Source: an optimization exercise on an open RTL-to-GDS flow (aim: small area and a short achievable clock period). Production flows keep margins and buffers that such runs may drop. Where RTL was checked, it was by simulation tests only, not by an equivalence proof against the original. No activity file was given, so power comes from the tool's default toggle rates.

==> v7 <==
// rr_arbiter
module rr_arbiter(clk, resetb, ack, request, grant);
	parameter integer WIDTH = 64;
	localparam integer LOGW = 6;
	input clk, resetb, ack;
	input [WIDTH - 1:0] request;
	output [WIDTH - 1:0] grant;
	wire            valid;
	wire [LOGW-1:0] last;
	wire            any;
	wire [LOGW-1:0] idx;
	arbiter arbiter(.req(request), .last(last), .any(any), .idx(idx));
	register #(.LOGW(LOGW)) state(.clk(clk), .rst(resetb), .ack(ack), .any(any), .idx(idx), .valid(valid), .last(last));
	decoder #(.WIDTH(WIDTH), .LOGW(LOGW)) final_decoder(.valid(valid), .in(last), .out(grant));
endmodule
export LEC_CHECK = 0
export CAP_MARGIN = 20
export CORE_MARGIN = 2
export CORE_UTILIZATION = 40
export SETUP_SLACK_MARGIN = 3.6
export SLEW_MARGIN = 20
create_clock -name core_clock -period 8.0 [get_ports {clk}]
standard.sh (not shown) runs the stock make flow with config.mk's settings and CLKGATE_MAP_FILE= SYNTH_SCRIPT=/design/flow/synth_recipe.tcl, a recipe that flattens the netlist after the stock synthesis.
==> flow/flow/run.sh <==
#!/bin/bash
# The standard layout, with the port buffers made as plain buf_1 cells.
set -euo pipefail
export BUFFER_PORTS_ARGS="-buffer_cell sky130_fd_sc_hd__buf_1"
bash standard.sh > standard.log 2>&1
==> v3: changes against v7 <==
--- a/flow/design.v
+++ b/flow/design.v
@@ -181,74 +181,48 @@
 assign grp[12] = col_12[last[5:4]];
 wire [3:0] col_13 = {req[61], req[45], req[29], req[13]};
 assign grp[13] = col_13[last[5:4]];
 wire [3:0] col_14 = {req[62], req[46], req[30], req[14]};
 assign grp[14] = col_14[last[5:4]];
 wire [3:0] col_15 = {req[63], req[47], req[31], req[15]};
 assign grp[15] = col_15[last[5:4]];
-wire gva_1_0 = grp[0] | grp[1];
-wire [0:0] gia_1_0 = ~grp[0] & grp[1];
-wire gvm_1_0 = ~last[0] & grp[1];
-wire [0:0] gim_1_0 = ~last[0] & grp[1];
-wire gva_1_1 = grp[2] | grp[3];
-wire [0:0] gia_1_1 = ~grp[2] & grp[3];
-wire gvm_1_1 = ~last[0] & grp[3];
-wire [0:0] gim_1_1 = ~last[0] & grp[3];
-wire gva_1_2 = grp[4] | grp[5];
-wire [0:0] gia_1_2 = ~grp[4] & grp[5];
-wire gvm_1_2 = ~last[0] & grp[5];
-wire [0:0] gim_1_2 = ~last[0] & grp[5];
-wire gva_1_3 = grp[6] | grp[7];
-wire [0:0] gia_1_3 = ~grp[6] & grp[7];
-wire gvm_1_3 = ~last[0] & grp[7];
-wire [0:0] gim_1_3 = ~last[0] & grp[7];
-wire gva_1_4 = grp[8] | grp[9];
-wire [0:0] gia_1_4 = ~grp[8] & grp[9];
-wire gvm_1_4 = ~last[0] & grp[9];
-wire [0:0] gim_1_4 = ~last[0] & grp[9];
-wire gva_1_5 = grp[10] | grp[11];
-wire [0:0] gia_1_5 = ~grp[10] & grp[11];
-wire gvm_1_5 = ~last[0] & grp[11];
-wire [0:0] gim_1_5 = ~last[0] & grp[11];
-wire gva_1_6 = grp[12] | grp[13];
-wire [0:0] gia_1_6 = ~grp[12] & grp[13];
-wire gvm_1_6 = ~last[0] & grp[13];
-wire [0:0] gim_1_6 = ~last[0] & grp[13];
-wire gva_1_7 = grp[14] | grp[15];
-wire [0:0] gia_1_7 = ~grp[14] & grp[15];
-wire gvm_1_7 = ~last[0] & grp[15];
-wire [0:0] gim_1_7 = ~last[0] & grp[15];
-wire gva_2_0 = gva_1_0 | gva_1_1;
-wire [1:0] gia_2_0 = {~gva_1_0 & gva_1_1, gia_1_0 | ({1{~gva_1_0}} & gia_1_1)};
-wire gvm_2_0 = last[1] ? gvm_1_1 : (gvm_1_0 | gva_1_1);
-wire [1:0] gim_2_0 = last[1] ? {gvm_1_1, gim_1_1} : {~gvm_1_0 & gva_1_1, gim_1_0 | ({1{~gvm_1_0}} & gia_1_1)};
-wire gva_2_1 = gva_1_2 | gva_1_3;
-wire [1:0] gia_2_1 = {~gva_1_2 & gva_1_3, gia_1_2 | ({1{~gva_1_2}} & gia_1_3)};
-wire gvm_2_1 = last[1] ? gvm_1_3 : (gvm_1_2 | gva_1_3);
-wire [1:0] gim_2_1 = last[1] ? {gvm_1_3, gim_1_3} : {~gvm_1_2 & gva_1_3, gim_1_2 | ({1{~gvm_1_2}} & gia_1_3)};
-wire gva_2_2 = gva_1_4 | gva_1_5;
-wire [1:0] gia_2_2 = {~gva_1_4 & gva_1_5, gia_1_4 | ({1{~gva_1_4}} & gia_1_5)};
-wire gvm_2_2 = last[1] ? gvm_1_5 : (gvm_1_4 | gva_1_5);
-wire [1:0] gim_2_2 = last[1] ? {gvm_1_5, gim_1_5} : {~gvm_1_4 & gva_1_5, gim_1_4 | ({1{~gvm_1_4}} & gia_1_5)};
-wire gva_2_3 = gva_1_6 | gva_1_7;
-wire [1:0] gia_2_3 = {~gva_1_6 & gva_1_7, gia_1_6 | ({1{~gva_1_6}} & gia_1_7)};
-wire gvm_2_3 = last[1] ? gvm_1_7 : (gvm_1_6 | gva_1_7);
-wire [1:0] gim_2_3 = last[1] ? {gvm_1_7, gim_1_7} : {~gvm_1_6 & gva_1_7, gim_1_6 | ({1{~gvm_1_6}} & gia_1_7)};
-wire gva_3_0 = gva_2_0 | gva_2_1;
-wire [2:0] gia_3_0 = {~gva_2_0 & gva_2_1, gia_2_0 | ({2{~gva_2_0}} & gia_2_1)};
-wire gvm_3_0 = last[2] ? gvm_2_1 : (gvm_2_0 | gva_2_1);
-wire [2:0] gim_3_0 = last[2] ? {gvm_2_1, gim_2_1} : {~gvm_2_0 & gva_2_1, gim_2_0 | ({2{~gvm_2_0}} & gia_2_1)};
-wire gva_3_1 = gva_2_2 | gva_2_3;
-wire [2:0] gia_3_1 = {~gva_2_2 & gva_2_3, gia_2_2 | ({2{~gva_2_2}} & gia_2_3)};
-wire gvm_3_1 = last[2] ? gvm_2_3 : (gvm_2_2 | gva_2_3);
-wire [2:0] gim_3_1 = last[2] ? {gvm_2_3, gim_2_3} : {~gvm_2_2 & gva_2_3, gim_2_2 | ({2{~gvm_2_2}} & gia_2_3)};
-wire gva_4_0 = gva_3_0 | gva_3_1;
-wire [3:0] gia_4_0 = {~gva_3_0 & gva_3_1, gia_3_0 | ({3{~gva_3_0}} & gia_3_1)};
-wire gvm_4_0 = last[3] ? gvm_3_1 : (gvm_3_0 | gva_3_1);
-wire [3:0] gim_4_0 = last[3] ? {gvm_3_1, gim_3_1} : {~gvm_3_0 & gva_3_1, gim_3_0 | ({3{~gvm_3_0}} & gia_3_1)};
+wire [15:0] above = ~({16{1'b1}} >> (15 - last[3:0]));
+wire [15:0] grpm = grp & above;
+wire mva_1_0 = grpm[0] | grpm[1];
+wire [0:0] mia_1_0 = ~grpm[0] & grpm[1];
+wire mva_1_1 = grpm[2] | grpm[3];
+wire [0:0] mia_1_1 = ~grpm[2] & grpm[3];
+wire mva_1_2 = grpm[4] | grpm[5];
+wire [0:0] mia_1_2 = ~grpm[4] & grpm[5];
+wire mva_1_3 = grpm[6] | grpm[7];
+wire [0:0] mia_1_3 = ~grpm[6] & grpm[7];
+wire mva_1_4 = grpm[8] | grpm[9];
+wire [0:0] mia_1_4 = ~grpm[8] & grpm[9];
+wire mva_1_5 = grpm[10] | grpm[11];
+wire [0:0] mia_1_5 = ~grpm[10] & grpm[11];
+wire mva_1_6 = grpm[12] | grpm[13];
+wire [0:0] mia_1_6 = ~grpm[12] & grpm[13];
+wire mva_1_7 = grpm[14] | grpm[15];
+wire [0:0] mia_1_7 = ~grpm[14] & grpm[15];
+wire mva_2_0 = mva_1_0 | mva_1_1;
+wire [1:0] mia_2_0 = {~mva_1_0 & mva_1_1, mia_1_0 | ({1{~mva_1_0}} & mia_1_1)};
+wire mva_2_1 = mva_1_2 | mva_1_3;
+wire [1:0] mia_2_1 = {~mva_1_2 & mva_1_3, mia_1_2 | ({1{~mva_1_2}} & mia_1_3)};
+wire mva_2_2 = mva_1_4 | mva_1_5;
+wire [1:0] mia_2_2 = {~mva_1_4 & mva_1_5, mia_1_4 | ({1{~mva_1_4}} & mia_1_5)};
+wire mva_2_3 = mva_1_6 | mva_1_7;
+wire [1:0] mia_2_3 = {~mva_1_6 & mva_1_7, mia_1_6 | ({1{~mva_1_6}} & mia_1_7)};
+wire mva_3_0 = mva_2_0 | mva_2_1;
+wire [2:0] mia_3_0 = {~mva_2_0 & mva_2_1, mia_2_0 | ({2{~mva_2_0}} & mia_2_1)};
+wire mva_3_1 = mva_2_2 | mva_2_3;
+wire [2:0] mia_3_1 = {~mva_2_2 & mva_2_3, mia_2_2 | ({2{~mva_2_2}} & mia_2_3)};
+wire mva_4_0 = mva_3_0 | mva_3_1;
+wire [3:0] mia_4_0 = {~mva_3_0 & mva_3_1, mia_3_0 | ({3{~mva_3_0}} & mia_3_1)};
+wire gvm_4_0 = mva_4_0;
+wire [3:0] gim_4_0 = mia_4_0;
 wire vm_5_0 = last[4] ? gvm_4_0 : (gvm_4_0 | va_4_1);
 wire [4:0] im_5_0 = last[4] ? {gvm_4_0, gim_4_0} : {~gvm_4_0 & va_4_1, gim_4_0 | ({4{~gvm_4_0}} & ia_4_1)};
 wire vm_5_1 = last[4] ? gvm_4_0 : (gvm_4_0 | va_4_3);
 wire [4:0] im_5_1 = last[4] ? {gvm_4_0, gim_4_0} : {~gvm_4_0 & va_4_3, gim_4_0 | ({4{~gvm_4_0}} & ia_4_3)};
 wire vm_6_0 = last[5] ? vm_5_1 : (vm_5_0 | va_5_1);
 wire [5:0] im_6_0 = last[5] ? {vm_5_1, im_5_1} : {~vm_5_0 & va_5_1, im_5_0 | ({5{~vm_5_0}} & ia_5_1)};
 assign any = va_6_0;
==> flow/flow/run.sh (replaced) <==
#!/bin/bash
# The standard layout, with two changes: the port buffers are plain buf_1
# cells, and the slow OR-type cells (an OR is a NOR plus an inverter in one
# cell, with a weak stacked pull-up) are kept out of synthesis and repair.
set -euo pipefail
slow=""
for c in or3 or3b or4 or4b or4bb o41a; do
  for s in 1 2 4; do slow="$slow sky130_fd_sc_hd__${c}_$s"; done
done
cp config.mk flow_config.mk
echo "export DONT_USE_CELLS += $slow" >> flow_config.mk
sed "s#DESIGN_CONFIG=[^ ]*#DESIGN_CONFIG=$PWD/flow_config.mk#" standard.sh > flow_standard.sh
export BUFFER_PORTS_ARGS="-buffer_cell sky130_fd_sc_hd__buf_1"
bash flow_standard.sh > standard.log 2>&1
Settings changed: SETUP_SLACK_MARGIN 3.6 to 4.3.
==> flow_summary_export.csv <==
group,metric,value,unit
sta,fin_crit_sh,45.0,%
worst_setup_path,crit_cells,8,
detailed_routing,vias,3456,
power,p_switching,0.279,mW
sta,timing.fmax,278,MHz
sta,finClkSkew,1.14,ps
worst_setup_path,path_cells,"buf_1, mux4_2, o21a_1, o21a_1, nor3_4, nand3_2, a2111o_1, o311ai_1",
finish,drive_above_1_share,11.6,%
worst_setup_path,cp_slowest_stage_delay,560,ps
worst_setup_path,r2r-end,"state.last[4]$_DFFE_PN1P_",
power,powerDensity,157,nW/um^2
finish,nets,577,
worst_setup_path,slowest_stage,"mux4_2",
finish,multi_input_area_share,70.6,%
sta,min_period,3600,ps
yosys,synthSimpleGateAreaFrac,36.9,%
status,status,"no timing/DRC/antenna violations",
detailed_routing,routed_wl,9.55,mm
Source of the figures above: v3

==> flow_summary_export.csv <==
group,metric,value,unit
finish,nets,607,
sta,finClkSkew,1.92,ps
status,status,"no timing/DRC/antenna violations",
worst_setup_path,r2r-end,"state.last[5]$_DFFE_PN1P_",
yosys,synthSimpleGateAreaFrac,38.2,%
detailed_routing,vias,3831,
worst_setup_path,crit_cells,4,
power,p_switching,0.506,mW
power,powerDensity,266,nW/um^2
sta,min_period,3890,ps
finish,drive_above_1_share,7.05,%
worst_setup_path,cp_slowest_stage_delay,930,ps
sta,fin_crit_sh,48.6,%
worst_setup_path,path_cells,"inv_1, nand3_1, nor2_1, buf_1",
Source of the figures above: v7

Only the layout flow was run in v7; the RTL was not checked for function there.

[afterwards: timing with drivers on the ports]
How much do the figures lean on ideal ports? The routed layouts below were timed once more, with nothing changed but the port constraints.
Step 1 sets driving cells, clkbuf_16 on the clock port and buf_2 on the other inputs (assumed; they add their load-dependent delay and slew).
Step 2 moves the port delays by t, midway between the first and last clock arrival at a register: inputs arrive t later, outputs are due t later. That takes back most of the time a late clock gives input paths.
a / b / c = ideal / step 1 / step 2; a / b = the first two.
| run | t (ns) | slack for setup (ns) | worst hold slack (ns) | slew at the worst register clock pin (ns) | cell pins on the clock port's net |
|---|---|---|---|---|---|
| v7 | 0.245 | 4.111 / 4.091 / 3.950 | 0.564 / 0.564 / 0.564 | 0.04 / 0.04 | 1 |
| v3 | 0.243 | 4.397 / 4.394 / 4.151 | 0.603 / 0.603 / 0.603 | 0.04 / 0.04 | 1 |
After both steps setup and hold are still met in every run listed. The setup slack of v3, which loses most, moves by -0.003 ns with the drivers and by -0.246 ns with both steps.
